Background: an optimization exercise with open tools, aiming at small area and a short achievable clock period. Do not read the settings as production practice.
RTL that was checked went through simulation tests only; none was proved equivalent to the original.
No functional check of the RTL was part of run 1.
No activity file was given, so power comes from the tool's default toggle rates.

==> flow/design.v (outline; a module is shown in full before it is edited, if it fits) <==
// module vedicmult_16bit: 1602 lines
// module FA: 4 lines
// module XN2: 3 lines
// module OR2: 3 lines
// module X2: 3 lines
// module NR2: 3 lines
module vedicmult_16bit(input [15:0] a, b,
input clk, reset,
output reg [31:0] out);
  // ...
==> flow/flow/run.sh <==
#!/bin/bash
# Own layout flow: the standard ORFS flow (standard.sh), with the input and
# output port buffers made of plain buf_2 cells (the default picks a delay cell).
set -euo pipefail
export BUFFER_PORTS_ARGS="-buffer_cell sky130_fd_sc_hd__buf_2"
export PRE_FLOORPLAN_TCL="$PWD/flow/pre_floorplan.tcl"
export SETUP_SLACK_MARGIN=10
bash standard.sh > standard.log 2>&1
==> flow/flow/pre_floorplan.tcl <==
# Synthesis (abc) maps each Booth selector to an a22oi_2; the _1 cell is the
# same function in less area and easily drives the single gate it feeds.
set swaps {sky130_fd_sc_hd__a22oi_2 sky130_fd_sc_hd__a22oi_1}
set n 0
foreach inst [[ord::get_db_block] getInsts] {
  set m [[$inst getMaster] getName]
  if { [dict exists $swaps $m] } {
    replace_cell [get_cells [$inst getName]] [dict get $swaps $m]
    incr n
  }
}
puts "pre_floorplan: resized $n cells"
==> flow/standard.sh <==
#!/bin/bash
# synth_recipe.tcl (not shown) runs the flow's synth.tcl, then flattens the netlist and writes it again
# the make line also repeats each setting of config.mk as NAME=value (left out here)
make -C /OpenROAD-flow-scripts/flow DESIGN_CONFIG=/design/flow/config.mk WORK_HOME=/design/flow/orfs CLKGATE_MAP_FILE= SYNTH_SCRIPT=/design/flow/synth_recipe.tcl "${@:-finish}"
==> flow/config.mk <==
export PLATFORM = sky130hd
export DESIGN_NAME = vedicmult_16bit
export DESIGN_NICKNAME = vedicmult_16bit
export VERILOG_FILES = /design/flow/design.v
export SDC_FILE = /design/flow/constraint.sdc
export NUM_CORES = 4
export LEC_CHECK = 0
export CAP_MARGIN = 20
export CORE_MARGIN = 2
export CORE_UTILIZATION = 40
export CTS_BUF_LIST = sky130_fd_sc_hd__clkbuf_4 sky130_fd_sc_hd__clkbuf_8
export SLEW_MARGIN = 20
export SYNTH_HIERARCHICAL = 1
export SYNTH_MINIMUM_KEEP_SIZE = 0
==> flow/constraint.sdc <==
create_clock -name core_clock -period 17.0 [get_ports {clk}]
set_input_delay 3.4000 -clock core_clock [delete_from_list [all_inputs] [get_ports {clk}]]
set_output_delay 3.4000 -clock core_clock [all_outputs]
set_load 0.01 [all_outputs]
==> results.sh, run 1 <==
export IMPL_cp_start_kind="input port"
export IMPL_synth_edff_count=0
export IMPL_switching_share=0.4538
export IMPL_slew_viol_final=0
export IMPL_io_pin_count=66
export IMPL_max_freq_ghz=0.1282
export IMPL_nonClockInverterCount=3
export IMPL_cp_end_kind="register"
export IMPL_hold_viol=0
export IMPL_nWellTaps=229
export IMPL_route_met2_wl_um=10050
export IMPL_critical_path_buf_inv_count=2
export IMPL_crit_fanout=6
export IMPL_postCtsResizedCells=139
export IMPL_syn_mean_instance_area_sq_um=9.551
export IMPL_fin_area_sq_um=9171
export IMPL_met1_usage=0.2549
export IMPL_outcome="complete, no violations"
export IMPL_yosys_area_top_type_share=0.5419
export IMPL_yosys_area_top_type="fa_1"
export IMPL_worst_path_stages=17
export IMPL_slowest_stage="fa_2"
export IMPL_slowest_delay_ps=570
export IMPL_n_all_buffers=133
export IMPL_multiInputCombCellCount=662
export IMPL_final_common_cell="nand2_1"
export IMPL_totalWireLength_um=18750
export IMPL_ff_latch_area_sq_um=640.6
export IMPL_drt_iter0_drc=240
export IMPL_synth_top_family_by_area="adder cells"
export IMPL_cts_buffers=5
export IMPL_met3WireLength_um=772
export IMPL_dp_slack_ps=8467
export IMPL_setup_viol=0
export IMPL_setup_tns_ps=0
export IMPL_diodes=0
export IMPL_period_share=0.4587
export IMPL_cts_root_buffer="clkbuf_8"
export IMPL_nFillCells=1646
export IMPL_routabilityCongestion=0.8000
export IMPL_stdcell_count=1067
export IMPL_hold_ws_ps=3467
export IMPL_multi_input_area_share=0.7329
export IMPL_p_comb_frac=0.912
export IMPL_top_regs="out: 32 flops"
==> run 2, diff against run 1 <==
--- a/flow/design.v
+++ b/flow/design.v
@@ -1328,24 +1328,24 @@
 FA u_s319 (.x(c226), .y(c224), .z(s227), .s(s319), .c(c320));
 FA u_s321 (.x(c228), .y(s231), .z(c230), .s(s321), .c(c322));
 FA u_s323 (.x(c232), .y(s235), .z(c234), .s(s323), .c(c324));
 FA u_s325 (.x(c236), .y(s239), .z(c238), .s(s325), .c(c326));
 FA u_s327 (.x(c240), .y(s243), .z(c242), .s(s327), .c(c328));
 FA u_s329 (.x(c244), .y(s247), .z(c246), .s(s329), .c(c330));
 FA u_s331 (.x(c248), .y(s251), .z(c250), .s(s331), .c(c332));
 FA u_s333 (.x(c252), .y(s255), .z(c254), .s(s333), .c(c334));
-FA u_s335 (.x(c256), .y(s259), .z(c258), .s(s335), .c(c336));
+FA u_s335 (.x(c256), .y(c258), .z(s259), .s(s335), .c(c336));
 FA u_s337 (.x(c260), .y(s263), .z(c262), .s(s337), .c(c338));
 FA u_s339 (.x(c264), .y(s267), .z(c266), .s(s339), .c(c340));
 FA u_s341 (.x(c268), .y(s271), .z(c270), .s(s341), .c(c342));
 FA u_s343 (.x(c272), .y(s275), .z(c274), .s(s343), .c(c344));
 FA u_s345 (.x(c276), .y(s279), .z(c278), .s(s345), .c(c346));
 FA u_s347 (.x(c280), .y(s283), .z(s285), .s(s347), .c(c348));
-FA u_s349 (.x(s287), .y(c284), .z(s289), .s(s349), .c(c350));
+FA u_s349 (.x(c284), .y(s287), .z(s289), .s(s349), .c(c350));
 FA u_s351 (.x(s291), .y(c288), .z(c290), .s(s351), .c(c352));
 FA u_s353 (.x(c292), .y(s295), .z(c294), .s(s353), .c(c354));
 FA u_s355 (.x(c296), .y(s299), .z(s301), .s(s355), .c(c356));
 FA u_s357 (.x(s303), .y(c300), .z(s305), .s(s357), .c(c358));
 FA u_s359 (.x(c304), .y(s307), .z(s309), .s(s359), .c(c360));
 FA u_s361 (.x(pp15_12), .y(c308), .z(s311), .s(s361), .c(c362));
 FA u_s363 (.x(pp13_15), .y(pp14_14), .z(pp15_13), .s(s363), .c(c364));
 XN2 u_s365 (.x(pp0_2), .y(pp1_1), .o(s365));
@@ -1561,45 +1561,45 @@
 assign g604 = g580 | (p581 & g578);
 assign p605 = p581 & p579;
 assign g606 = g582 | (p583 & g578);
 assign p607 = p583 & p579;
 assign g608 = g584 | (p585 & g578);
 assign p609 = p585 & p579;
 assign g610 = g586 | (p587 & g578);
 assign p611 = p587 & p579;
-X2 u_o612 (.x(p429), .y(ci427), .o(o612));
-X2 u_o613 (.x(p431), .y(g483), .o(o613));
-X2 u_o614 (.x(p433), .y(g484), .o(o614));
-X2 u_o615 (.x(p435), .y(g512), .o(o615));
-X2 u_o616 (.x(p437), .y(g514), .o(o616));
-X2 u_o617 (.x(p439), .y(g540), .o(o617));
-X2 u_o618 (.x(p441), .y(g542), .o(o618));
-X2 u_o619 (.x(p443), .y(g544), .o(o619));
-X2 u_o620 (.x(p445), .y(g546), .o(o620));
-X2 u_o621 (.x(p447), .y(g564), .o(o621));
-X2 u_o622 (.x(p449), .y(g566), .o(o622));
-X2 u_o623 (.x(p451), .y(g568), .o(o623));
-X2 u_o624 (.x(p453), .y(g570), .o(o624));
-X2 u_o625 (.x(p455), .y(g572), .o(o625));
-X2 u_o626 (.x(p457), .y(g574), .o(o626));
-X2 u_o627 (.x(p459), .y(g576), .o(o627));
-X2 u_o628 (.x(p461), .y(g578), .o(o628));
-X2 u_o629 (.x(p463), .y(g588), .o(o629));
-X2 u_o630 (.x(p465), .y(g590), .o(o630));
-X2 u_o631 (.x(p467), .y(g592), .o(o631));
-X2 u_o632 (.x(p469), .y(g594), .o(o632));
-X2 u_o633 (.x(p471), .y(g596), .o(o633));
-X2 u_o634 (.x(p473), .y(g598), .o(o634));
-X2 u_o635 (.x(p475), .y(g600), .o(o635));
-X2 u_o636 (.x(p477), .y(g602), .o(o636));
-X2 u_o637 (.x(p479), .y(g604), .o(o637));
-X2 u_o638 (.x(p481), .y(g606), .o(o638));
-X2 u_o639 (.x(p482), .y(g608), .o(o639));
-wire [31:0] prod = {o639, o638, o637, o636, o635, o634, o633, o632, o631, o630, o629, o628, o627, o626, o625, o624, o623, o622, o621, o620, o619, o618, o617, o616, o615, o614, o613, o612, ~s425, ~s423, ~s421, ~pp0_0};
+XN2 u_o612 (.x(p429), .y(ci427), .o(o612));
+XN2 u_o613 (.x(p431), .y(g483), .o(o613));
+XN2 u_o614 (.x(p433), .y(g484), .o(o614));
+XN2 u_o615 (.x(p435), .y(g512), .o(o615));
+XN2 u_o616 (.x(p437), .y(g514), .o(o616));
+XN2 u_o617 (.x(p439), .y(g540), .o(o617));
+XN2 u_o618 (.x(p441), .y(g542), .o(o618));
+XN2 u_o619 (.x(p443), .y(g544), .o(o619));
+XN2 u_o620 (.x(p445), .y(g546), .o(o620));
+XN2 u_o621 (.x(p447), .y(g564), .o(o621));
+XN2 u_o622 (.x(p449), .y(g566), .o(o622));
+XN2 u_o623 (.x(p451), .y(g568), .o(o623));
+XN2 u_o624 (.x(p453), .y(g570), .o(o624));
+XN2 u_o625 (.x(p455), .y(g572), .o(o625));
+XN2 u_o626 (.x(p457), .y(g574), .o(o626));
+XN2 u_o627 (.x(p459), .y(g576), .o(o627));
+XN2 u_o628 (.x(p461), .y(g578), .o(o628));
+XN2 u_o629 (.x(p463), .y(g588), .o(o629));
+XN2 u_o630 (.x(p465), .y(g590), .o(o630));
+XN2 u_o631 (.x(p467), .y(g592), .o(o631));
+XN2 u_o632 (.x(p469), .y(g594), .o(o632));
+XN2 u_o633 (.x(p471), .y(g596), .o(o633));
+XN2 u_o634 (.x(p473), .y(g598), .o(o634));
+XN2 u_o635 (.x(p475), .y(g600), .o(o635));
+XN2 u_o636 (.x(p477), .y(g602), .o(o636));
+XN2 u_o637 (.x(p479), .y(g604), .o(o637));
+XN2 u_o638 (.x(p481), .y(g606), .o(o638));
+XN2 u_o639 (.x(p482), .y(g608), .o(o639));
+wire [31:0] prod = {~o639, ~o638, ~o637, ~o636, ~o635, ~o634, ~o633, ~o632, ~o631, ~o630, ~o629, ~o628, ~o627, ~o626, ~o625, ~o624, ~o623, ~o622, ~o621, ~o620, ~o619, ~o618, ~o617, ~o616, ~o615, ~o614, ~o613, ~o612, ~s425, ~s423, ~s421, ~pp0_0};
 always @(posedge clk) begin
   if (reset) out <= prod;
   else out <= 32'd0;
 end
 endmodule
 module FA(input x, y, z, output s, c);
 assign s = x ^ y ^ z;
 assign c = (x & y) | (x & z) | (y & z);
==> flow/flow/run.sh (replaced) <==
#!/bin/bash
# Own layout flow: the standard ORFS flow (standard.sh), with the input and
# output port buffers made of plain buf_2 cells (the default picks a delay cell).
set -euo pipefail
export BUFFER_PORTS_ARGS="-buffer_cell sky130_fd_sc_hd__buf_2"
export PRE_FLOORPLAN_TCL="$PWD/flow/pre_floorplan.tcl"
bash standard.sh > standard.log 2>&1
==> run 2 against run 1 <==
Routed wire length decreased by 0.53%. Largest power group unchanged. First-iteration DRC count increased by 50%. Die area unchanged. Clock-buffer cell count increased by 3. Critical path depth increased by 1.
==> results.sh, run 2 <==
export IMPL_cts_hold_buffers=0
export IMPL_regMostFlops="out"
export IMPL_path_clk_slew_ps=60
export IMPL_syn_mean_instance_area_sq_um=9.551
export IMPL_yosys_area_top_type_share=0.5419
export IMPL_synth_cell_types=35
export IMPL_initial_core_util=0.4066
export IMPL_drc=0
export IMPL_crit_fanout=16
export IMPL_synthFlopType="dfxtp_1"
export IMPL_postCtsResizedCells=0
export IMPL_postCtsSetupBuffers=0
export IMPL_ys_seq_area_frac=0.08802
export IMPL_synth_async_sr_flop_share=0
export IMPL_die_y_um=138.9
export IMPL_netlist_instances=762
export IMPL_overflow=0
export IMPL_htreeDepth=2
export IMPL_final_common_cell="nand2_1"
export IMPL_top_regs="out: 32 flops"
export IMPL_setup_worst_path_end="out[31]$_SDFF_PN0_"
export IMPL_cp_end_kind="register"
export IMPL_ff_latch_area_sq_um=640.6
export IMPL_rsz0062_at_grt="false"
export IMPL_area_growth_syn_to_layout_pct=6.395
export IMPL_dieArea_sq_um=19290
export IMPL_routabilityCongestion=0.8312
export IMPL_ys_seq_elements=32
export IMPL_largest_reg_flops=32
export IMPL_dr_pass1_iters=5
export IMPL_place_hpwl_um=14550
export IMPL_slowest_stage="fa_1"
export IMPL_vdd_drop_max_uv=149.4
export IMPL_leakage_nw=2.827
export IMPL_wl_per_cell_um=18.67
export IMPL_setup_viol=0
export IMPL_nFillCells=1775
export IMPL_synth_edff_count=0
export IMPL_track_usage=0.2103
export IMPL_synthMostInstantiatedCell="nand2_1"
export IMPL_diodes=0
export IMPL_path_common_cell="fa_1"
export IMPL_cp_cell_sequence="buf_2 > nand2_1 > fa_1 > fa_1 > fa_1 > fa_1 > fa_1 > fa_1 > xor2_1 > a21oi_1 > o21a_1 > nor2_1 > nor3_4 > o31ai_4 > a311oi_2 > o31ai_1 > xnor2_1 > nor2b_1"
export IMPL_drt_iter0_drc=361
export IMPL_worstPathRequired_ps=17240
export IMPL_multiInputGateArea_sq_um=6382
export IMPL_tritoncts="done"
export IMPL_fp_row_count=49
export IMPL_vias=5331
export IMPL_slowest_delay_ps=610
export IMPL_final_antenna_net_count=0
export IMPL_period_share=0.4938
export IMPL_grt_max_degree=33
export IMPL_setup_tns_ps=0
export IMPL_clock_sinks=32
export IMPL_grt_pass1_wl_um=31620
export IMPL_synthesis_area_sq_um=7278
export IMPL_clockBufferDepth=2
export IMPL_io_buffers=65
export IMPL_worstSetupPathType="in2reg"
export IMPL_hold_viol=0
export IMPL_cp_start_kind="input port"
export IMPL_synth_nets=993
export IMPL_core_sq_um=17900
export IMPL_totalWireLength_um=18650
export IMPL_antenna_found_initial=0
export IMPL_fin_crit_ps=8395
export IMPL_io_pin_count=66
export IMPL_yosys_top_cells_count="nand2_1 (261), fa_1 (197), clkbuf_1 (65)"
export IMPL_vias_per_cell=5.336
export IMPL_cp_startpoint="a[11]"
export IMPL_fp_dieW_um=138.9
export IMPL_maxCapViolations=0
export IMPL_drive_above_1_share=0.1091
export IMPL_hp_class="in2reg"
export IMPL_cts_buffers=5
export IMPL_yosysWarnings=7
export IMPL_yosys_area_top_type="fa_1"
export IMPL_slew_viol_final=0
export IMPL_first_global_vias=6044
export IMPL_finalPower_mw=1.559
export IMPL_mostFrequentLayoutCells="nand2_1 (261), fa_1 (197), buf_2 (65)"
export IMPL_nets=1000
export IMPL_cp_arrival_ps=8630
export IMPL_max_freq_ghz=0.1191
export IMPL_cts_root_buffer="clkbuf_8"
export IMPL_powerDensity_nw_per_um2=201.4
export IMPL_synthTopCellsByArea="fa_1 (54%), nand2_1 (13%), dfxtp_1 (8.8%), xnor2_1 (5.3%), clkbuf_1 (3.4%)"
export IMPL_outcome="complete, no violations"
export IMPL_hold_ws_ps=3575
## run 2: worst min path at each step
stage	start	endpoint	slack, ps	depth (start not counted)
finish	reset	out[31]$_SDFF_PN0_	3580	2
global route	b[0]	out[0]$_SDFF_PN0_	3580	2
detailed placement	out[14]$_SDFF_PN0_	out[14]	3790	1
global placement	out[14]$_SDFF_PN0_	out[14]	3790	1
CTS	b[0]	out[0]$_SDFF_PN0_	3560	2
floorplan	reset	out[24]$_SDFF_PN0_	3530	1
## run 2: cell families (layout without fill, tap and decap cells)
group | count (synthesis) | after routing | synth area share
AOI/OAI and AO/OA | 42 | 42 | 0.04487
xor gates and xnor gates | 71 | 71 | 0.08544
adders and majority gates | 197 | 197 | 0.5419
buffers and inverters | 68 | 76 | 0.03507
DFF | 32 | 32 | 0.08802
other | 1 | 1 | 0.0005152
and+or+nand+nor | 351 | 351 | 0.2042
## run 2: final cells by class
class / count / share of cell area
multi-input cells: 662 / 0.8242
flip-flops and latches: 32 / 0.08273
repair buffers: 65 / 0.04201
well taps: 229 / 0.03700
clock buffers: 8 / 0.01260
inverters: 3 / 0.001454
## run 2: Yosys stat by module (local to each module, per instance)
| module | area (sq um) | flip-flops and latches | copies in the design |
|---|---|---|---|
| vedicmult_16bit | 2511 | 32 | 1 |
| FA | 20.02 | 0 | 197 |
| X2 | 8.758 | 0 | 27 |
| XN2 | 8.758 | 0 | 44 |
| OR2 | 6.256 | 0 | 16 |
| NR2 | 3.754 | 0 | 27 |
## run 2: where the power goes
| group | internal [mW] | switching [mW] | total [mW] |
|---|---|---|---|
| clock | 0.0361 | 0.0263 | 0.0624 |
| combinational | 0.629 | 0.748 | 1.38 |
| sequential | 0.114 | 0.00539 | 0.120 |
## run 2: per-stage QoR
| stage | setup slack (ps) | instances | instance area, sq um | util |
|---|---|---|---|---|
| floorplan | 8508 | 762 | 7278 | - |
| global placement | 8313 | 991 | 7646 | 0.4271 |
| detailed placement | 8309 | 991 | 7646 | 0.4271 |
| CTS | 8625 | 999 | 7744 | 0.4326 |
| global route | 8281 | 999 | 7744 | 0.4326 |
| finish | 8605 | 999 | 7744 | 0.4326 |
## run 2: critical path: cells and delay by family
kind / cells / cell delay, ps
AO/OA/AOI/OAI: 5 / 920
adder cells (fa/ha/maj): 6 / 3030
AND/OR/NAND/NOR: 4 / 500
buffers and inverters: 1 / 340
XOR/XNOR: 2 / 430
## run 2: per-layer routing
metal / part of all wire / vias to the layer above / global-route usage
met5: 0 / - / 0
met4: 0.021 / 0 / 0.05157
met3: 0.065 / 29 / 0.02970
met2: 0.52 / 209 / 0.3788
met1: 0.39 / 2785 / 0.2683
li1: - / 2308 / -
==> run 3, diff against run 2 <==
--- a/flow/config.mk
+++ b/flow/config.mk
@@ -10,5 +10,5 @@
 export CORE_UTILIZATION = 40
 export CTS_BUF_LIST = sky130_fd_sc_hd__clkbuf_4 sky130_fd_sc_hd__clkbuf_8
-export SLEW_MARGIN = 20
+export SLEW_MARGIN = 70
 export SYNTH_HIERARCHICAL = 1
 export SYNTH_MINIMUM_KEEP_SIZE = 0
==> run 3 against run 2 <==
Sequential share of layout area about the same. Area after synthesis unchanged. Still clean on timing, DRC and antenna. Highest routed layer unchanged. First-iteration DRC count unchanged. Synthesized cell count unchanged.
==> results.sh, run 3 <==
export IMPL_yosys_top_cells_count="nand2_1 (261), fa_1 (197), clkbuf_1 (65)"
export IMPL_routabilityCongestion=0.8312
export IMPL_ys_seq_area_frac=0.08802
export IMPL_rsz0062_at_grt="false"
export IMPL_setup_viol=0
export IMPL_syn_mean_instance_area_sq_um=9.551
export IMPL_synth_simple_area_share=0.2042
export IMPL_final_antenna_net_count=0
export IMPL_synth_compound_area_share=0.04487
export IMPL_path_common_cell="fa_1"
export IMPL_vias_per_cell=5.343
export IMPL_synth_nets=993
export IMPL_yosys_area_top_type_share=0.5419
export IMPL_top_regs="out: 32 flops"
export IMPL_period_share=0.4935
export IMPL_finalPower_mw=1.560
export IMPL_yosysWarnings=7
export IMPL_synth_top_family_by_area="adder cells"
export IMPL_powerDensity_nw_per_um2=201.2
export IMPL_drc=0
export IMPL_ys_seq_elements=32
export IMPL_first_global_vias=6044
export IMPL_nets=1000
export IMPL_cts_root_buffer="clkbuf_8"
export IMPL_drive_above_1_share=0.1091
export IMPL_vdd_drop_max_uv=149.4
export IMPL_leakage_nw=2.830
export IMPL_die_y_um=138.9
export IMPL_cp_start_kind="input port"
export IMPL_synthesis_area_sq_um=7278
export IMPL_synth_cell_types=35
export IMPL_htreeDepth=2
export IMPL_yosys_area_top_type="fa_1"
export IMPL_io_buffers=65
export IMPL_largest_reg_flops=32
export IMPL_dieArea_sq_um=19290
export IMPL_initial_core_util=0.4066
export IMPL_slowest_delay_ps=610
export IMPL_place_hpwl_um=14550
export IMPL_cts_hold_buffers=0
export IMPL_synth_async_sr_flop_share=0
export IMPL_io_pin_count=66
export IMPL_dr_pass1_iters=6
export IMPL_crit_fanout=16
export IMPL_cp_arrival_ps=8620
export IMPL_slew_viol_final=0
export IMPL_path_delay_family="adder cells"
export IMPL_mostFrequentLayoutCells="nand2_1 (261), fa_1 (197), buf_2 (61)"
export IMPL_clockBufferDepth=2
export IMPL_clock_sinks=32
export IMPL_wl_per_cell_um=18.77
export IMPL_worstSetupPathType="in2reg"
export IMPL_synthXorXnorAreaFrac=0.08544
export IMPL_final_common_cell="nand2_1"
export IMPL_vias=5338
export IMPL_totalWireLength_um=18750
export IMPL_maxCapViolations=0
export IMPL_hp_class="in2reg"
export IMPL_drt_iter0_drc=361
export IMPL_fin_crit_ps=8389
export IMPL_track_usage=0.2103
export IMPL_synth_edff_count=0
export IMPL_grt_max_degree=33
export IMPL_antenna_found_initial=0
export IMPL_diodes=0
export IMPL_outcome="complete, no violations"
export IMPL_fp_row_count=49
export IMPL_netlist_instances=762
export IMPL_synthMuxAreaShare=0
export IMPL_grt_pass1_wl_um=31620
export IMPL_postCtsSetupBuffers=0
export IMPL_tritoncts="done"
export IMPL_synthTopCellsByArea="fa_1 (54%), nand2_1 (13%), dfxtp_1 (8.8%), xnor2_1 (5.3%), clkbuf_1 (3.4%)"
export IMPL_max_freq_ghz=0.1192
export IMPL_cp_cell_sequence="buf_2 > nand2_1 > fa_1 > fa_1 > fa_1 > fa_1 > fa_1 > fa_1 > xor2_1 > a21oi_1 > o21a_1 > nor2_1 > nor3_4 > o31ai_4 > a311oi_2 > o31ai_1 > xnor2_1 > nor2b_1"
export IMPL_fp_dieW_um=138.9
export IMPL_setup_tns_ps=0
export IMPL_hold_viol=0
export IMPL_postCtsResizedCells=0
export IMPL_cts_buffers=5
export IMPL_cp_end_kind="register"
export IMPL_synth_fa_ha_area_frac=0.5419
export IMPL_area_growth_syn_to_layout_pct=6.533
export IMPL_worstPathRequired_ps=17240
export IMPL_overflow=0
export IMPL_synthMostInstantiatedCell="nand2_1"
export IMPL_synthFlopType="dfxtp_1"
export IMPL_path_clk_slew_ps=60
export IMPL_critical_path_buf_inv_count=1
export IMPL_regMostFlops="out"
export IMPL_slowest_stage="fa_1"
export IMPL_core_sq_um=17900
-- run 3: through the flow --
step / util / cell area (sq um) / worst slack, ps / cells / hold WS, ps
after floorplan: - / 7278 / 8508 / 762 / 3528
after CTS: 0.4327 / 7746 / 8626 / 999 / 3490
final: 0.4331 / 7754 / 8611 / 999 / 3496
after global routing: 0.4331 / 7754 / 8281 / 999 / 3508
after detailed placement: 0.4272 / 7649 / 8310 / 991 / 3792
after global placement: 0.4271 / 7646 / 8313 / 991 / 3793
-- run 3: modules after synthesis (local to each module, per instance) --
module	area, sq um	cells	flops+latches	times used
OR2	6.256	1	0	16
X2	8.758	1	0	27
FA	20.02	1	0	197
vedicmult_16bit	2511	451	32	1
NR2	3.754	1	0	27
XN2	8.758	1	0	44
-- run 3: logic make-up after synthesis --
kind of cell,after synthesis
compound gates,42
xor+xnor,71
fa+ha+maj,197
buf+inv,68
flops,32
other cells,1
simple gates,351
-- run 3: final timing paths --
check,startpoint,end,depth (start not counted)
setup / recovery,a[11],out[31]$_SDFF_PN0_,18
hold / removal,reset,out[31]$_SDFF_PN0_,2
-- run 3: final cells by class --
cell class                 instances  area [sq um]
tap                              229         286.5
fill                            1771         10150
sequential                        32         640.6
timing repair buffer              65         335.3
clock buffer                       8         97.59
multi-input combinational        662          6382
inverter                           3         11.26
-- run 3: per-layer routing --
metal	part of all wire	GRT usage	up-vias
li1	-	-	2307
met1	0.39	0.2683	2798
met2	0.52	0.3788	205
met3	0.064	0.02970	28
met4	0.020	0.05157	0
met5	0	0	-
-- run 3: where the power goes --
part / switching, mW / leakage (nW) / internal [mW]
logic: 0.749 / 2.51 / 0.629
registers: 0.00539 / 0.266 / 0.114
clock network: 0.0263 / 0.0523 / 0.0361
==> run 4, diff against run 3 <==
--- a/flow/flow/run.sh
+++ b/flow/flow/run.sh
@@ -5,3 +5,4 @@
 export BUFFER_PORTS_ARGS="-buffer_cell sky130_fd_sc_hd__buf_2"
 export PRE_FLOORPLAN_TCL="$PWD/flow/pre_floorplan.tcl"
+export SETUP_SLACK_MARGIN=9
 bash standard.sh > standard.log 2>&1
--- a/flow/config.mk
+++ b/flow/config.mk
@@ -10,5 +10,5 @@
 export CORE_UTILIZATION = 40
 export CTS_BUF_LIST = sky130_fd_sc_hd__clkbuf_4 sky130_fd_sc_hd__clkbuf_8
-export SLEW_MARGIN = 70
+export SLEW_MARGIN = 20
 export SYNTH_HIERARCHICAL = 1
 export SYNTH_MINIMUM_KEEP_SIZE = 0
==> run 4 against run 3 <==
Still clean on timing, DRC and antenna. Clock-buffer cell count fell by 2. Clock power fell by 4.3%. Combinational power increased by 14%. Routed wire length down 0.49%. Die area unchanged. Non-clock buffer count rose by 7. Area after synthesis stayed put. Cell area up 6.4%. Global-route usage decreased by 0.33 points. Flip-flop and latch count unchanged. Largest cell class unchanged.
==> results.sh, run 4 <==
export IMPL_outcome="complete, no violations"
export IMPL_maxCapViolations=0
export IMPL_yosys_area_top_type_share=0.5419
export IMPL_setup_slack_ps=9139
export IMPL_synthMostInstantiatedCell="nand2_1"
export IMPL_io_pin_count=66
export IMPL_cp_startpoint="a[12]"
export IMPL_drt_iter0_drc=208
export IMPL_tritoncts="done"
export IMPL_ys_seq_elements=32
export IMPL_nets=1007
export IMPL_crit_fanout=16
export IMPL_die_y_um=138.9
export IMPL_syn_mean_instance_area_sq_um=9.551
export IMPL_io_buffers=65
export IMPL_fp_row_count=49
export IMPL_path_delay_family="adder cells"
export IMPL_period_share=0.4624
export IMPL_vias=5318
export IMPL_drc=0
export IMPL_worstSetupPathType="in2reg"
export IMPL_yosys_top_cells_count="nand2_1 (261), fa_1 (197), clkbuf_1 (65)"
export IMPL_switching_share=0.4889
export IMPL_synth_async_sr_flop_share=0
export IMPL_leakage_nw=2.966
export IMPL_synth_edff_count=0
export IMPL_first_global_vias=6027
export IMPL_pwr_share_clk=0.034
export IMPL_netlist_instances=762
export IMPL_grt_max_degree=33
export IMPL_vdd_drop_max_uv=195.3
export IMPL_synth_nets=993
export IMPL_drive_above_1_share=0.1802
export IMPL_cp_cell_sequence="buf_6 > nand2_1 > or2_1 > fa_1 > fa_1 > fa_2 > fa_1 > fa_1 > xor2_2 > and4_4 > a221o_1 > a21oi_4 > o31ai_4 > a311oi_2 > o31ai_1 > xnor2_1 > nor2b_1"
export IMPL_dr_pass1_iters=4
export IMPL_cp_start_kind="input port"
export IMPL_dp_cells=991
export IMPL_core_sq_um=17900
export IMPL_synthFlopType="dfxtp_1"
export IMPL_antenna_found_initial=0
export IMPL_final_antenna_net_count=0
export IMPL_dieArea_sq_um=19290
export IMPL_ys_seq_area_frac=0.08802
export IMPL_hold_ws_ps=3460
export IMPL_p_comb_frac=0.897
export IMPL_largest_reg_flops=32
export IMPL_place_hpwl_um=14720
export IMPL_rsz0062_at_grt="true"
export IMPL_slowest_stage="fa_1"
export IMPL_powerDensity_nw_per_um2=213.2
export IMPL_worstPathRequired_ps=17220
export IMPL_totalWireLength_um=18660
export IMPL_setup_tns_ps=0
export IMPL_initial_core_util=0.4066
export IMPL_critical_path_buf_inv_count=1
export IMPL_grt_pass1_wl_um=31420
export IMPL_yosys_area_top_type="fa_1"
export IMPL_regMostFlops="out"
export IMPL_area_growth_syn_to_layout_pct=13.31
export IMPL_slew_viol_final=0
export IMPL_cp_arrival_ps=8080
export IMPL_p_sw_uw=859.7
export IMPL_ff_latch_area_sq_um=640.6
export IMPL_setup_worst_path_end="out[31]$_SDFF_PN0_"
export IMPL_hp_class="in2reg"
export IMPL_clock_sinks=32
export IMPL_clockBufferDepth=2
export IMPL_synth_cell_types=35
export IMPL_synthesis_area_sq_um=7278
export IMPL_dp_slack_ps=8525
export IMPL_track_usage=0.2069
export IMPL_path_clk_slew_ps=70
export IMPL_hold_viol=0
export IMPL_nFillCells=1759
export IMPL_cts_root_buffer="clkbuf_8"
export IMPL_worst_path_stages=17
export IMPL_multiInputGateArea_sq_um=6578
export IMPL_cp_end_kind="register"
export IMPL_htreeDepth=2
export IMPL_final_util=0.4607
export IMPL_wl_per_cell_um=18.54
export IMPL_synthTopCellsByArea="fa_1 (54%), nand2_1 (13%), dfxtp_1 (8.8%), xnor2_1 (5.3%), clkbuf_1 (3.4%)"
export IMPL_vias_per_cell=5.286
export IMPL_stdcell_count=1006
export IMPL_slowest_delay_ps=590
export IMPL_fp_dieW_um=138.9
export IMPL_power_internal_uw=898.8
export IMPL_mostFrequentLayoutCells="nand2_1 (258), fa_1 (167), xnor2_1 (44)"
export IMPL_cts_buffers=5
export IMPL_max_freq_ghz=0.1272
export IMPL_yosysWarnings=7
export IMPL_fin_crit_ps=7861
export IMPL_top_regs="out: 32 flops"
export IMPL_routabilityCongestion=0.8322
export IMPL_setup_viol=0
export IMPL_p_seq_frac=0.069
export IMPL_diodes=0
export IMPL_final_common_cell="nand2_1"
export IMPL_overflow=0
export IMPL_path_common_cell="fa_1"
run 4: per-layer routing:
layer | share of wire | vias up | GRT usage
met5 | 0 | - | 0
met1 | 0.36 | 2816 | 0.2448
met2 | 0.57 | 146 | 0.3959
met3 | 0.037 | 42 | 0.01519
met4 | 0.038 | 0 | 0.07018
li1 | - | 2314 | -
run 4: final cells by class:
cell class	count	share of cell area
clock inverters	2	0.001214
well taps	229	0.03474
flip-flops and latches	32	0.07768
multi-input cells	662	0.7976
inverters	3	0.001365
repair buffers	72	0.07738
clock buffers	6	0.01001
run 4: cell families (layout without fill, tap and decap cells):
logic type / Yosys count / after routing / share of synthesized area
buffers and inverters: 68 / 83 / 0.03507
AOI/OAI and AO/OA: 42 / 42 / 0.04487
other: 1 / 1 / 0.0005152
xor gates and xnor gates: 71 / 71 / 0.08544
DFF: 32 / 32 / 0.08802
and+or+nand+nor: 351 / 351 / 0.2042
adders and majority gates: 197 / 197 / 0.5419
run 4: stage by stage:
stage	area (sq um)	total power, mW
after global routing	8247	1.963
after global placement	7772	1.620
after CTS	7931	1.697
after floorplan	7699	1.356
after detailed placement	7772	1.630
final	8247	1.758
run 4: repair_timing:
| action | in CTS | in global routing |
|---|---|---|
| buffers inserted | 0 | 7 |
| gates resized for setup | 26 | 75 |
| cloned | 0 | 0 |
| hold endpoints to repair | 0 | 0 |
| endpoints found under the setup margin | 7 | 9 |
| pin swaps | 0 | 19 |
| hold buffers | 0 | 0 |
run 4: power groups by stage:
stage / Combinational, mW / Sequential (mW) / Clock (mW)
after floorplan: 1.22 / 0.137 / 0
after global placement: 1.50 / 0.124 / 0
after detailed placement: 1.51 / 0.124 / 0
after CTS: 1.51 / 0.122 / 0.0625
after global routing: 1.77 / 0.124 / 0.0667
final: 1.58 / 0.121 / 0.0597
run 4: modules after synthesis, one instance, submodules excluded:
module           area (sq um)  times used  flip-flops and latches  cells
NR2                     3.754          27                       0      1
FA                      20.02         197                       0      1
X2                      8.758          27                       0      1
XN2                     8.758          44                       0      1
vedicmult_16bit          2511           1                      32    451
OR2                     6.256          16                       0      1
run 4: worst min path at each step:
stage | startpoint | end | slack, ps | cells past startpoint
after global placement | out[3]$_SDFF_PN0_ | out[3] | 3790 | 1
final | b[0] | out[0]$_SDFF_PN0_ | 3460 | 2
after detailed placement | out[3]$_SDFF_PN0_ | out[3] | 3790 | 1
after global routing | b[0] | out[0]$_SDFF_PN0_ | 3440 | 2
after CTS | b[0] | out[0]$_SDFF_PN0_ | 3510 | 2
after floorplan | reset | out[24]$_SDFF_PN0_ | 3530 | 1
==> run 5, diff against run 4 <==
==> flow/flow/run.sh (replaced) <==
#!/bin/bash
# Own layout flow: the standard ORFS flow (standard.sh), with the input and
# output port buffers made of plain buf_2 cells (the default picks a delay cell);
# the output buffers are then cut down to buf_1 before detailed placement.
set -euo pipefail
export BUFFER_PORTS_ARGS="-buffer_cell sky130_fd_sc_hd__buf_2"
export PRE_FLOORPLAN_TCL="$PWD/flow/pre_floorplan.tcl"
export PRE_DETAIL_PLACE_TCL="$PWD/flow/pre_detail_place.tcl"
bash standard.sh > standard.log 2>&1
==> flow/flow/pre_detail_place.tcl (new file) <==
# Output ports drive only the 10 fF pin load and have ample slack: their port
# buffers can be the smallest buffer.
set n 0
foreach inst [[ord::get_db_block] getInsts] {
  set m [[$inst getMaster] getName]
  set name [$inst getName]
  if { $m eq "sky130_fd_sc_hd__buf_2" && [string match "output*" $name] } {
    replace_cell [get_cells $name] sky130_fd_sc_hd__buf_1
    incr n
  }
}
puts "pre_detail_place: resized $n output buffers"
==> run 5 against run 4 <==
Area after synthesis stayed put. Synthesized cell count stayed put. Flip-flop and latch count stayed put. Critical path type unchanged. Critical endpoint unchanged. Largest cell class unchanged. Largest power group unchanged. Highest routed layer unchanged.
==> results.sh, run 5 <==
export IMPL_outcome="complete, no violations"
export IMPL_drive_above_1_share=0.06632
export IMPL_leakage_nw=2.709
export IMPL_cts_root_buffer="clkbuf_8"
export IMPL_postCtsResizedCells=0
export IMPL_io_pin_count=66
export IMPL_yosys_area_top_type="fa_1"
export IMPL_finalPower_mw=1.553
export IMPL_ff_latch_area_sq_um=640.6
export IMPL_initial_core_util=0.4066
export IMPL_grt_pass1_wl_um=31650
export IMPL_period_share=0.4925
export IMPL_drt_iter0_drc=264
export IMPL_multiInputGateArea_sq_um=6382
export IMPL_worstSetupPathType="in2reg"
export IMPL_nFillCells=1773
export IMPL_dr_pass1_iters=4
export IMPL_hold_viol=0
export IMPL_synth_edff_count=0
export IMPL_synth_nets=993
export IMPL_final_common_cell="nand2_1"
export IMPL_grt_max_degree=33
export IMPL_fin_crit_ps=8372
export IMPL_setup_viol=0
export IMPL_max_freq_ghz=0.1195
export IMPL_vdd_drop_max_uv=134.7
export IMPL_die_y_um=138.9
export IMPL_diodes=0
export IMPL_cts_buffers=5
export IMPL_setup_tns_ps=0
export IMPL_io_buffers=65
export IMPL_first_global_vias=5992
export IMPL_hold_ws_ps=3571
export IMPL_powerDensity_nw_per_um2=201.6
export IMPL_largest_reg_flops=32
export IMPL_maxCapViolations=0
export IMPL_track_usage=0.2114
export IMPL_regMostFlops="out"
export IMPL_clockBufferDepth=2
export IMPL_final_antenna_net_count=0
export IMPL_synthMostInstantiatedCell="nand2_1"
export IMPL_worstPathRequired_ps=17240
export IMPL_path_clk_slew_ps=70
export IMPL_crit_fanout=16
export IMPL_cp_end_kind="register"
export IMPL_htreeDepth=2
export IMPL_yosysWarnings=7
export IMPL_routabilityCongestion=0.8312
export IMPL_yosys_area_top_type_share=0.5419
export IMPL_ys_seq_elements=32
export IMPL_netlist_instances=762
export IMPL_fp_row_count=49
export IMPL_wl_per_cell_um=18.80
export IMPL_place_hpwl_um=14550
export IMPL_core_sq_um=17900
export IMPL_cp_startpoint="a[14]"
export IMPL_ys_seq_area_frac=0.08802
export IMPL_nets=1000
export IMPL_cp_arrival_ps=8610
export IMPL_synth_cell_types=35
export IMPL_syn_mean_instance_area_sq_um=9.551
export IMPL_clock_sinks=32
export IMPL_top_regs="out: 32 flops"
export IMPL_vias=5262
export IMPL_area_growth_syn_to_layout_pct=5.828
export IMPL_antenna_found_initial=0
export IMPL_final_util=0.4302
export IMPL_yosys_top_cells_count="nand2_1 (261), fa_1 (197), clkbuf_1 (65)"
export IMPL_synth_async_sr_flop_share=0
export IMPL_synthTopCellsByArea="fa_1 (54%), nand2_1 (13%), dfxtp_1 (8.8%), xnor2_1 (5.3%), clkbuf_1 (3.4%)"
export IMPL_overflow=0
export IMPL_postCtsSetupBuffers=0
export IMPL_hp_class="in2reg"
export IMPL_cp_start_kind="input port"
export IMPL_dieArea_sq_um=19290
export IMPL_synthesis_area_sq_um=7278
export IMPL_synthFlopType="dfxtp_1"
export IMPL_slew_viol_final=0
export IMPL_fp_dieW_um=138.9
export IMPL_hp_start="reset"
export IMPL_tritoncts="done"
export IMPL_drc=0
export IMPL_cts_hold_buffers=0
export IMPL_vias_per_cell=5.273
export IMPL_mostFrequentLayoutCells="nand2_1 (261), fa_1 (197), xnor2_1 (44)"
export IMPL_rsz0062_at_grt="false"
export IMPL_totalWireLength_um=18760
[run 5: cell counts after synthesis]
Identical to the previous run, type by type.
[run 5: layer usage]
| metal | GRT usage | up-vias | part of all wire |
|---|---|---|---|
| met1 | 0.2707 | 2736 | 0.39 |
| met4 | 0.04997 | 0 | 0.018 |
| met2 | 0.3796 | 195 | 0.52 |
| met5 | 0 | - | 0 |
| met3 | 0.03142 | 20 | 0.073 |
| li1 | - | 2311 | - |
[run 5: power breakdown]
group | switching, mW | internal [mW] | leakage (nW)
Combinational | 0.747 | 0.622 | 2.39
Sequential | 0.00613 | 0.115 | 0.266
Clock | 0.0267 | 0.0360 | 0.0503
Total | 0.780 | 0.773 | 2.71
[run 5: metrics by stage]
stage / worst slack (ps) / instance area [sq um] / cells
after floorplan: 8508 / 7278 / 762
after global placement: 8313 / 7646 / 991
after detailed placement: 8309 / 7606 / 991
after CTS: 8627 / 7702 / 998
after global routing: 8278 / 7702 / 998
final: 8628 / 7702 / 998
[run 5: cell families after synthesis]
| group | share of synthesized area |
|---|---|
| adder cells (fa/ha/maj) | 0.5419 |
| AO/OA/AOI/OAI | 0.04487 |
| buffers and inverters | 0.03507 |
| AND/OR/NAND/NOR | 0.2042 |
| flip-flops | 0.08802 |
| XOR/XNOR | 0.08544 |
| other | 0.0005152 |
[run 5: final timing paths]
path,to,cells past startpoint
setup / recovery,out[31]$_SDFF_PN0_,15
hold / removal,out[31]$_SDFF_PN0_,2
[run 5: layout make-up]
| class | instances | share of cell area |
|---|---|---|
| well taps | 229 | 0.03720 |
| inverters | 3 | 0.001462 |
| repair buffers | 65 | 0.03704 |
| multi-input cells | 662 | 0.8286 |
| flip-flops and latches | 32 | 0.08317 |
| clock buffers | 7 | 0.01251 |
[run 5: per-module statistics from Yosys (local to each module, per instance)]
module	area, sq um	flip-flops and latches	cells inside	times used
OR2	6.256	0	1	16
vedicmult_16bit	2511	32	451	1
XN2	8.758	0	1	44
X2	8.758	0	1	27
FA	20.02	0	1	197
NR2	3.754	0	1	27
[run 5: critical path: stages]
cell and delay [ps]:
buf_2 310, nand2_1 140, fa_1 580, fa_1 450
fa_1 520, fa_1 460, fa_1 490, fa_1 570
xor2_1 310, nand4_1 270, o31ai_4 450, a311oi_2 170
o31ai_1 260, xnor2_1 110, nor2b_1 100
==> run 6, diff against run 5 <==
--- a/flow/flow/run.sh
+++ b/flow/flow/run.sh
@@ -7,3 +7,4 @@
 export PRE_FLOORPLAN_TCL="$PWD/flow/pre_floorplan.tcl"
 export PRE_DETAIL_PLACE_TCL="$PWD/flow/pre_detail_place.tcl"
+export SETUP_SLACK_MARGIN=8.8
 bash standard.sh > standard.log 2>&1
==> run 6 against run 5 <==
Still clean on timing, DRC and antenna. Combinational power increased by 8%. Power increased by 7.4%. Sequential power is essentially flat. Worst setup slack improved by 370 ps. Cell count rose by 0.20%. Largest cell class unchanged.
==> results.sh, run 6 <==
export IMPL_yosys_top_cells_count="nand2_1 (261), fa_1 (197), clkbuf_1 (65)"
export IMPL_cts_root_buffer="clkbuf_8"
export IMPL_dieArea_sq_um=19290
export IMPL_io_pin_count=66
export IMPL_drc=0
export IMPL_mostFrequentLayoutCells="nand2_1 (261), fa_1 (187), xnor2_1 (43)"
export IMPL_maxCapViolations=0
export IMPL_placed_area_sq_um=7634
export IMPL_hold_depth=2
export IMPL_outcome="complete, no violations"
export IMPL_slowest_delay_ps=560
export IMPL_core_sq_um=17900
export IMPL_fp_row_count=49
export IMPL_synthFlopType="dfxtp_1"
export IMPL_largest_reg_flops=32
export IMPL_regMostFlops="out"
export IMPL_path_clk_slew_ps=70
export IMPL_nets=1001
export IMPL_netlist_instances=762
export IMPL_final_common_cell="nand2_1"
export IMPL_routabilityCongestion=0.8152
export IMPL_synthMostInstantiatedCell="nand2_1"
export IMPL_diodes=0
export IMPL_slew_viol_final=0
export IMPL_nFillCells=1782
export IMPL_antenna_found_initial=0
export IMPL_clock_sinks=32
export IMPL_critical_path_buf_inv_count=1
export IMPL_yosysWarnings=7
export IMPL_dr_pass1_iters=5
export IMPL_ff_latch_area_sq_um=640.6
export IMPL_powerDensity_nw_per_um2=209.7
export IMPL_cp_start_kind="input port"
export IMPL_synth_async_sr_flop_share=0
export IMPL_fin_crit_ps=7999
export IMPL_worstPathRequired_ps=17200
export IMPL_path_delay_family="adder cells"
export IMPL_period_share=0.4705
export IMPL_cp_arrival_ps=8200
export IMPL_yosys_area_top_type_share=0.5419
export IMPL_vias_per_cell=5.285
export IMPL_finalPower_mw=1.668
export IMPL_cp_end_kind="register"
export IMPL_setup_viol=0
export IMPL_vias=5285
export IMPL_fin_area_sq_um=7954
export IMPL_die_y_um=138.9
export IMPL_tritoncts="done"
export IMPL_fp_dieW_um=138.9
export IMPL_path_common_cell="fa_1"
export IMPL_hp_start="b[0]"
export IMPL_first_global_vias=5962
export IMPL_synthTopCellsByArea="fa_1 (54%), nand2_1 (13%), dfxtp_1 (8.8%), xnor2_1 (5.3%), clkbuf_1 (3.4%)"
export IMPL_htreeDepth=2
export IMPL_synth_nets=993
export IMPL_area_growth_syn_to_layout_pct=9.283
export IMPL_final_antenna_net_count=0
export IMPL_worstSetupPathType="in2reg"
export IMPL_syn_mean_instance_area_sq_um=9.551
export IMPL_leakage_nw=2.766
export IMPL_vdd_drop_max_uv=129.8
export IMPL_cts_hold_buffers=0
export IMPL_crit_fanout=16
export IMPL_ys_seq_area_frac=0.08802
export IMPL_hp_class="in2reg"
export IMPL_synth_edff_count=0
export IMPL_wl_per_cell_um=18.99
export IMPL_synthesis_area_sq_um=7278
export IMPL_max_freq_ghz=0.1250
export IMPL_cp_cell_sequence="buf_6 > nand2_1 > fa_1 > fa_1 > fa_1 > fa_1 > fa_1 > fa_1 > xor2_2 > a21oi_2 > o21a_1 > nor2_2 > nor3_4 > o31ai_4 > a311oi_2 > o21bai_1 > xnor2_1 > nor2b_1"
export IMPL_hold_viol=0
export IMPL_rsz0062_at_grt="false"
export IMPL_place_hpwl_um=14990
export IMPL_grt_pass1_wl_um=31640
export IMPL_totalWireLength_um=18990
export IMPL_grt_max_degree=33
export IMPL_overflow=0
export IMPL_hold_end="out[0]$_SDFF_PN0_"
export IMPL_multiInputGateArea_sq_um=6497
export IMPL_io_buffers=65
export IMPL_synth_cell_types=35
export IMPL_initial_core_util=0.4066
export IMPL_clockBufferDepth=2
export IMPL_slowest_stage="fa_1"
export IMPL_yosys_area_top_type="fa_1"
export IMPL_drt_iter0_drc=291
export IMPL_top_regs="out: 32 flops"
export IMPL_cts_buffers=5
export IMPL_setup_tns_ps=0
export IMPL_drive_above_1_share=0.09987
export IMPL_ys_seq_elements=32
export IMPL_track_usage=0.2098
## run 6: cell counts after synthesis
No cell type changed its count.
## run 6: final cells by class
type | count | share of cell area
multi-input combinational | 662 | 0.8169
clock buffer | 6 | 0.01038
sequential | 32 | 0.08054
timing repair buffer | 66 | 0.05286
inverter | 3 | 0.001416
tap | 229 | 0.03602
clock inverter | 2 | 0.001888
## run 6: cell families after synthesis
family                     after synthesis  share of synthesized area
buffers and inverters                   68                    0.03507
DFF                                     32                    0.08802
adders and majority gates              197                     0.5419
AOI/OAI and AO/OA                       42                    0.04487
xor gates and xnor gates                71                    0.08544
and+or+nand+nor                        351                     0.2042
other                                    1                  0.0005152
## run 6: worst max-delay path by stage
stage / from / end / slack, ps / depth (start not counted)
2_1_floorplan: b[3] / out[29]$_SDFF_PN0_ / 8800 / 18
3_3_place_gp: a[14] / out[29]$_SDFF_PN0_ / 8410 / 18
3_5_place_dp: a[14] / out[29]$_SDFF_PN0_ / 8380 / 18
4_1_cts: a[9] / out[31]$_SDFF_PN0_ / 8810 / 17
5_1_grt: a[4] / out[31]$_SDFF_PN0_ / 8800 / 16
6_report: a[14] / out[30]$_SDFF_PN0_ / 9000 / 18
## run 6: what timing repair did
item | 4_1_cts | 5_1_grt
pin swaps | 1 | 8
setup buffers | 0 | 1
cloned | 0 | 0
setup endpoints to repair | 4 | 7
resized for setup | 15 | 48
## run 6: through the flow
stage                     cells  worst slack [ps]  hold slack (ps)    util
final                      1000              9001             3500  0.4443
after global routing       1000              8803             3487  0.4443
after CTS                   999              8810             3540  0.4338
after detailed placement    991              8379             3785  0.4264
after global placement      991              8415             3797  0.4286
after floorplan             762              8804             3528       -
## run 6: per-layer routing
| metal | global-route usage | vias up | wire length [um] |
|---|---|---|---|
| met4 | 0.05635 | 0 | 372 |
| met5 | 0 | - | 0 |
| met3 | 0.02935 | 29 | 852 |
| met2 | 0.3829 | 142 | 10200 |
| li1 | - | 2301 | - |
| met1 | 0.2615 | 2813 | 7564 |
## run 6: power by group
group          switching [mW]  total (mW)  internal (mW)
clock network          0.0317      0.0644         0.0328
logic                   0.801        1.48          0.682
registers             0.00658       0.121          0.115
## run 6: per-module statistics from Yosys, one instance, submodules excluded
module / cell area [sq um] / flops+latches
NR2: 3.754 / 0
vedicmult_16bit: 2511 / 32
FA: 20.02 / 0
OR2: 6.256 / 0
XN2: 8.758 / 0
X2: 8.758 / 0
==> run 7, diff against run 6 <==
--- a/flow/flow/run.sh
+++ b/flow/flow/run.sh
@@ -7,4 +7,4 @@
 export PRE_FLOORPLAN_TCL="$PWD/flow/pre_floorplan.tcl"
 export PRE_DETAIL_PLACE_TCL="$PWD/flow/pre_detail_place.tcl"
-export SETUP_SLACK_MARGIN=8.8
+export SETUP_SLACK_MARGIN=9.3
 bash standard.sh > standard.log 2>&1
==> run 7 against run 6 <==
Sequential power about the same. Non-clock buffer count up 34. Hold slack worse by 15 ps. Clock power down 12%. Worst setup slack better by 330 ps. First-iteration DRC count up 13%.
==> results.sh, run 7 <==
export IMPL_fin_area_sq_um=8690
export IMPL_hp_class="in2reg"
export IMPL_clockBufferDepth=2
export IMPL_vias_per_cell=5.288
export IMPL_cts_root_buffer="clkbuf_8"
export IMPL_fp_row_count=49
export IMPL_outcome="complete, no violations"
export IMPL_maxCapViolations=0
export IMPL_slew_viol_final=0
export IMPL_setup_viol=0
export IMPL_htreeDepth=2
export IMPL_totalWireLength_um=19960
export IMPL_path_common_cell="fa_1"
export IMPL_diodes=0
export IMPL_max_freq_ghz=0.1303
export IMPL_vias=5468
export IMPL_routabilityCongestion=0.8118
export IMPL_rsz0062_at_grt="true"
export IMPL_ys_seq_area_frac=0.08802
export IMPL_final_common_cell="nand2_1"
export IMPL_grt_pass1_wl_um=33140
export IMPL_period_share=0.4513
export IMPL_crit_fanout=16
export IMPL_track_usage=0.2203
export IMPL_drt_iter0_drc=329
export IMPL_synthFlopType="dfxtp_1"
export IMPL_leakage_nw=3.075
export IMPL_antenna_found_initial=0
export IMPL_placed_area_sq_um=7767
export IMPL_synth_nets=993
export IMPL_core_sq_um=17900
export IMPL_initial_core_util=0.4066
export IMPL_drive_above_1_share=0.2000
export IMPL_synthTopCellsByArea="fa_1 (54%), nand2_1 (13%), dfxtp_1 (8.8%), xnor2_1 (5.3%), clkbuf_1 (3.4%)"
export IMPL_synth_edff_count=0
export IMPL_first_global_vias=6346
export IMPL_fp_dieW_um=138.9
export IMPL_clock_sinks=32
export IMPL_synth_async_sr_flop_share=0
export IMPL_cp_cell_sequence="buf_8 > nand2_1 > fa_1 > fa_1 > fa_2 > fa_1 > fa_1 > xor2_2 > and4_4 > a221o_1 > a21oi_4 > o31ai_4 > a31o_1 > a21o_1 > xnor2_1 > nor2b_1"
export IMPL_io_pin_count=66
export IMPL_ys_seq_elements=32
export IMPL_vdd_drop_max_uv=182.5
export IMPL_die_y_um=138.9
export IMPL_place_hpwl_um=15040
export IMPL_worstPathRequired_ps=17170
export IMPL_synthMostInstantiatedCell="nand2_1"
export IMPL_synthesis_area_sq_um=7278
export IMPL_area_growth_syn_to_layout_pct=19.39
export IMPL_setup_tns_ps=0
export IMPL_fin_crit_ps=7673
export IMPL_worstSetupPathType="in2reg"
export IMPL_syn_mean_instance_area_sq_um=9.551
export IMPL_final_antenna_net_count=0
export IMPL_netlist_instances=762
export IMPL_tritoncts="done"
export IMPL_cp_end_kind="register"
export IMPL_synth_cell_types=35
export IMPL_cp_arrival_ps=7850
export IMPL_slowest_stage="fa_1"
export IMPL_grt_max_degree=33
export IMPL_dieArea_sq_um=19290
export IMPL_powerDensity_nw_per_um2=220.5
export IMPL_largest_reg_flops=32
export IMPL_dr_pass1_iters=5
export IMPL_cp_start_kind="input port"
export IMPL_yosys_top_cells_count="nand2_1 (261), fa_1 (197), clkbuf_1 (65)"
export IMPL_io_buffers=65
export IMPL_path_clk_slew_ps=60
export IMPL_overflow=0
export IMPL_hold_viol=0
export IMPL_cts_buffers=5
export IMPL_yosysWarnings=7
export IMPL_top_regs="out: 32 flops"
export IMPL_wl_per_cell_um=19.31
export IMPL_yosys_area_top_type="fa_1"
export IMPL_mostFrequentLayoutCells="nand2_1 (249), fa_1 (156), xnor2_1 (42)"
export IMPL_cts_hold_buffers=0
export IMPL_drc=0
export IMPL_yosys_area_top_type_share=0.5419
export IMPL_nets=1035
export IMPL_slowest_delay_ps=610
export IMPL_regMostFlops="out"
[run 7: metal layers]
metal  global-route usage  part of all wire  up-vias
li1                     -                 -     2369
met1               0.2620              0.38     2878
met2               0.4190              0.55      185
met3              0.02693             0.048       36
met4              0.06061             0.028        0
met5                    0                 0        -
[run 7: per-stage QoR]
step / total power [mW] / util / hold slack, ps / cells / worst slack (ps)
after CTS: 1.886 / 0.4745 / 3481 / 1026 / 9265
final: 1.916 / 0.4854 / 3484 / 1034 / 9327
after global placement: 1.630 / 0.4361 / 3793 / 991 / 8569
after detailed placement: 1.636 / 0.4339 / 3785 / 991 / 8505
after floorplan: 1.365 / - / 3528 / 762 / 9051
after global routing: 2.113 / 0.4854 / 3471 / 1034 / 9141
[run 7: logic make-up after synthesis]
logic type / synth area share
compound gates: 0.04487
other cells: 0.0005152
flops: 0.08802
simple gates: 0.2042
xor+xnor: 0.08544
buf+inv: 0.03507
fa+ha+maj: 0.5419
[run 7: power breakdown]
part           internal, mW  switching [mW]
clock                0.0284          0.0279
sequential            0.115         0.00709
combinational         0.855           0.883
[run 7: final timing paths]
kind              start                 end  slack [ps]  cells after the start
setup / recovery   b[9]  out[29]$_SDFF_PN0_        9330                     16
hold / removal     b[0]   out[0]$_SDFF_PN0_        3480                      2
[run 7: what timing repair did]
item	in CTS	in global routing
gates cloned	0	1
endpoints found under the hold margin	0	0
pin swaps	28	30
endpoints found under the setup margin	16	11
gates resized for setup	119	29
setup buffers	27	7
[run 7: worst max-delay path: cells and delay by family]
family | cells | cell delay [ps]
adders and majority gates | 5 | 2510
AOI/OAI and AO/OA | 5 | 1070
and+or+nand+nor | 3 | 350
xor gates and xnor gates | 2 | 320
buffers and inverters | 1 | 170
[run 7: Yosys stat by module, one instance, submodules excluded]
module | area [sq um] | times used | flops+latches | cells
X2 | 8.758 | 27 | 0 | 1
NR2 | 3.754 | 27 | 0 | 1
XN2 | 8.758 | 44 | 0 | 1
vedicmult_16bit | 2511 | 1 | 32 | 451
FA | 20.02 | 197 | 0 | 1
OR2 | 6.256 | 16 | 0 | 1
[run 7: cell type report]
| class | count | area, sq um |
|---|---|---|
| fillers | 1687 | 9213 |
| multi-input cells | 662 | 6694 |
| repair buffers | 100 | 969.7 |
| flip-flops and latches | 32 | 640.6 |
| well taps | 229 | 286.5 |
| clock buffers | 5 | 68.82 |
| clock inverters | 3 | 18.77 |
| inverters | 3 | 11.26 |
==> run 8, diff against run 7 <==
--- a/flow/flow/run.sh
+++ b/flow/flow/run.sh
@@ -7,4 +7,3 @@
 export PRE_FLOORPLAN_TCL="$PWD/flow/pre_floorplan.tcl"
 export PRE_DETAIL_PLACE_TCL="$PWD/flow/pre_detail_place.tcl"
-export SETUP_SLACK_MARGIN=9.3
 bash standard.sh > standard.log 2>&1
--- a/flow/config.mk
+++ b/flow/config.mk
@@ -9,5 +9,6 @@
 export CORE_MARGIN = 2
 export CORE_UTILIZATION = 40
-export CTS_BUF_LIST = sky130_fd_sc_hd__clkbuf_4 sky130_fd_sc_hd__clkbuf_8
+export CTS_BUF_LIST = sky130_fd_sc_hd__clkbuf_4
+export CTS_CLUSTER_SIZE = 8
 export SLEW_MARGIN = 20
 export SYNTH_HIERARCHICAL = 1
==> run 8 against run 7 <==
Still clean. Power down 20%. Sequential share of layout area up 1.0 points. Fmax shrank 7.8%. Synthesized cell count did not move. Area after synthesis unchanged. First-iteration DRC count shrank 25%. Hold slack better by 27 ps. Clock-buffer cell count unchanged. Largest cell class unchanged.
==> results.sh, run 8 <==
export IMPL_core_sq_um=17900
export IMPL_synth_async_sr_flop_share=0
export IMPL_yosysWarnings=7
export IMPL_hp_start="reset"
export IMPL_synthTopCellsByArea="fa_1 (54%), nand2_1 (13%), dfxtp_1 (8.8%), xnor2_1 (5.3%), clkbuf_1 (3.4%)"
export IMPL_worstPathRequired_ps=17290
export IMPL_track_usage=0.2113
export IMPL_final_common_cell="nand2_1"
export IMPL_synthMostInstantiatedCell="nand2_1"
export IMPL_ys_seq_area_frac=0.08802
export IMPL_slew_viol_final=0
export IMPL_nFillCells=1775
export IMPL_io_buffers=65
export IMPL_vias_per_cell=5.297
export IMPL_first_global_vias=6004
export IMPL_synth_simple_area_share=0.2042
export IMPL_fin_crit_ps=8318
export IMPL_cp_end_kind="register"
export IMPL_wl_per_cell_um=18.77
export IMPL_final_antenna_net_count=0
export IMPL_syn_mean_instance_area_sq_um=9.551
export IMPL_met1_usage=0.2696
export IMPL_synth_compound_area_share=0.04487
export IMPL_grt_max_degree=33
export IMPL_setup_viol=0
export IMPL_dr_pass1_iters=5
export IMPL_largest_reg_flops=32
export IMPL_synthesis_area_sq_um=7278
export IMPL_diodes=0
export IMPL_powerDensity_nw_per_um2=199.9
export IMPL_hp_class="in2reg"
export IMPL_cp_start_kind="input port"
export IMPL_totalWireLength_um=18730
export IMPL_leakage_nw=2.685
export IMPL_busiest_layer="met2"
export IMPL_cts_hold_buffers=0
export IMPL_mostFrequentLayoutCells="nand2_1 (261), fa_1 (197), xnor2_1 (44)"
export IMPL_clockBufferDepth=2
export IMPL_path_clk_slew_ps=90
export IMPL_die_y_um=138.9
export IMPL_tritoncts="done"
export IMPL_initial_core_util=0.4066
export IMPL_drt_iter0_drc=248
export IMPL_outcome="complete, no violations"
export IMPL_fp_dieW_um=138.9
export IMPL_max_freq_ghz=0.1202
export IMPL_gr_usage_met3=0.03142
export IMPL_cp_startpoint="b[4]"
export IMPL_netlist_instances=762
export IMPL_synth_nets=993
export IMPL_postCtsSetupBuffers=0
export IMPL_dieArea_sq_um=19290
export IMPL_ys_seq_elements=32
export IMPL_synthFlopType="dfxtp_1"
export IMPL_fp_row_count=49
export IMPL_antenna_found_initial=0
export IMPL_fin_area_sq_um=7651
export IMPL_setup_tns_ps=0
export IMPL_cts_buffers=5
export IMPL_io_pin_count=66
export IMPL_routabilityCongestion=0.8312
export IMPL_top_regs="out: 32 flops"
export IMPL_hold_ws_ps=3511
export IMPL_cts_root_buffer="clkbuf_4"
export IMPL_yosys_top_cells_count="nand2_1 (261), fa_1 (197), clkbuf_1 (65)"
export IMPL_vdd_drop_max_uv=122.9
export IMPL_placed_area_sq_um=7606
export IMPL_period_share=0.4893
export IMPL_final_util=0.4274
export IMPL_synthXorXnorAreaFrac=0.08544
export IMPL_cp_arrival_ps=8610
export IMPL_drive_above_1_share=0.06372
export IMPL_grt_pass1_wl_um=31630
export IMPL_use_met2=0.3796
export IMPL_regMostFlops="out"
export IMPL_rsz0062_at_grt="false"
export IMPL_maxCapViolations=0
export IMPL_nets=1000
export IMPL_postCtsResizedCells=0
export IMPL_synth_top_family_by_area="adder cells"
export IMPL_place_hpwl_um=14550
export IMPL_vias=5286
export IMPL_worstSetupPathType="in2reg"
export IMPL_finalPower_mw=1.529
export IMPL_htreeDepth=2
export IMPL_crit_fanout=16
export IMPL_overflow=0
export IMPL_yosys_area_top_type_share=0.5419
export IMPL_synthMuxAreaShare=0
export IMPL_drc=0
export IMPL_clock_sinks=32
export IMPL_synth_cell_types=35
export IMPL_hold_viol=0
export IMPL_synth_edff_count=0
export IMPL_yosys_area_top_type="fa_1"
export IMPL_synth_fa_ha_area_frac=0.5419
export IMPL_area_growth_syn_to_layout_pct=5.123
run 8: Yosys stat by module, one instance, submodules excluded:
module           times used  flops+latches
vedicmult_16bit           1             32
OR2                      16              0
FA                      197              0
X2                       27              0
XN2                      44              0
NR2                      27              0
run 8: area by class of cell:
cell class / instances / area, sq um / area share
Multi-Input combinational cell: 662 / 6382 / 0.8342
Sequential cell: 32 / 640.6 / 0.08373
Clock inverter: 2 / 7.507 / 0.0009812
Clock buffer: 5 / 37.54 / 0.004906
Tap cell: 229 / 286.5 / 0.03745
Inverter: 3 / 11.26 / 0.001472
Timing Repair Buffer: 65 / 285.3 / 0.03729
run 8: metrics by stage:
| step | worst slack (ps) | std cells |
|---|---|---|
| after CTS | 8697 | 998 |
| final | 8682 | 998 |
| after global placement | 8313 | 991 |
| after detailed placement | 8309 | 991 |
| after floorplan | 8508 | 762 |
| after global routing | 8346 | 998 |
run 8: final timing paths:
| path | endpoint | cells past startpoint |
|---|---|---|
| worst max-delay path | out[31]$_SDFF_PN0_ | 18 |
| worst min-delay path | out[16]$_SDFF_PN0_ | 2 |
run 8: layer usage:
metal,share of wire,wire length [um],vias up
li1,-,-,2314
met1,0.40,7579,2775
met2,0.52,9773,178
met3,0.056,1045,19
met4,0.018,332,0
met5,0,0,-
run 8: cells by family (layout without fill, tap and decap cells):
| logic type | count (synthesis) | count (layout) |
|---|---|---|
| flops | 32 | 32 |
| compound gates | 42 | 42 |
| fa+ha+maj | 197 | 197 |
| xor+xnor | 71 | 71 |
| buf+inv | 68 | 75 |
| other cells | 1 | 1 |
| simple gates | 351 | 351 |
run 8: critical path, stage by stage:
cell	delay, ps
buf_2	340
nand2_1	140
fa_1	470
fa_1	610
fa_1	470
fa_1	440
fa_1	490
fa_1	550
xor2_1	310
a21oi_1	150
o21a_1	230
nor2_1	190
nor3_4	70
o31ai_4	110
a311oi_2	170
o31ai_1	260
xnor2_1	110
nor2b_1	100
run 8: power breakdown:
part           total (mW)  internal (mW)  switching, mW
Sequential          0.120          0.114        0.00605
Clock              0.0392         0.0144         0.0248
Combinational        1.37          0.622          0.748
Total                1.53          0.751          0.779

static timing again, ports no longer ideal:
Ports are ideal in the flow. The routed layouts listed here were re-timed in OpenROAD. Step 1 (the two cells are an assumption about what drives the block):
set clk [get_ports {clk}]
set_driving_cell -lib_cell sky130_fd_sc_hd__clkbuf_16 $clk
set_driving_cell -lib_cell sky130_fd_sc_hd__buf_2 [delete_from_list [all_inputs] $clk]
Step 2, shift: input delay + t, output delay - t, t = (earliest + latest rising clock arrival at the registers) / 2. This alone moves slack from input paths to output paths. Slacks: ideal / step 1 / step 2; pairs: ideal / step 1.
| run | shift t [ns] | slack for setup (ns) | worst register clock-pin slew, ns |
|---|---|---|---|
| run 1 | 0.304 | 9.202 / 9.106 / 8.802 | 0.07 / 0.07 |
| run 2 | 0.324 | 8.605 / 8.597 / 8.273 | 0.06 / 0.06 |
| run 3 | 0.324 | 8.611 / 8.602 / 8.279 | 0.06 / 0.06 |
| run 4 | 0.303 | 9.139 / 9.125 / 8.822 | 0.07 / 0.07 |
| run 5 | 0.325 | 8.628 / 8.641 / 8.317 | 0.07 / 0.07 |
| run 6 | 0.332 | 9.001 / 8.996 / 8.665 | 0.07 / 0.07 |
| run 7 | 0.306 | 9.327 / 9.247 / 8.941 | 0.07 / 0.07 |
| run 8 | 0.377 | 8.682 / 8.690 / 8.313 | 0.09 / 0.09 |
After both steps every run listed still meets setup and hold. For run 1, which loses most, drivers alone change the setup slack by -0.096 ns; drivers and shift together by -0.400 ns.
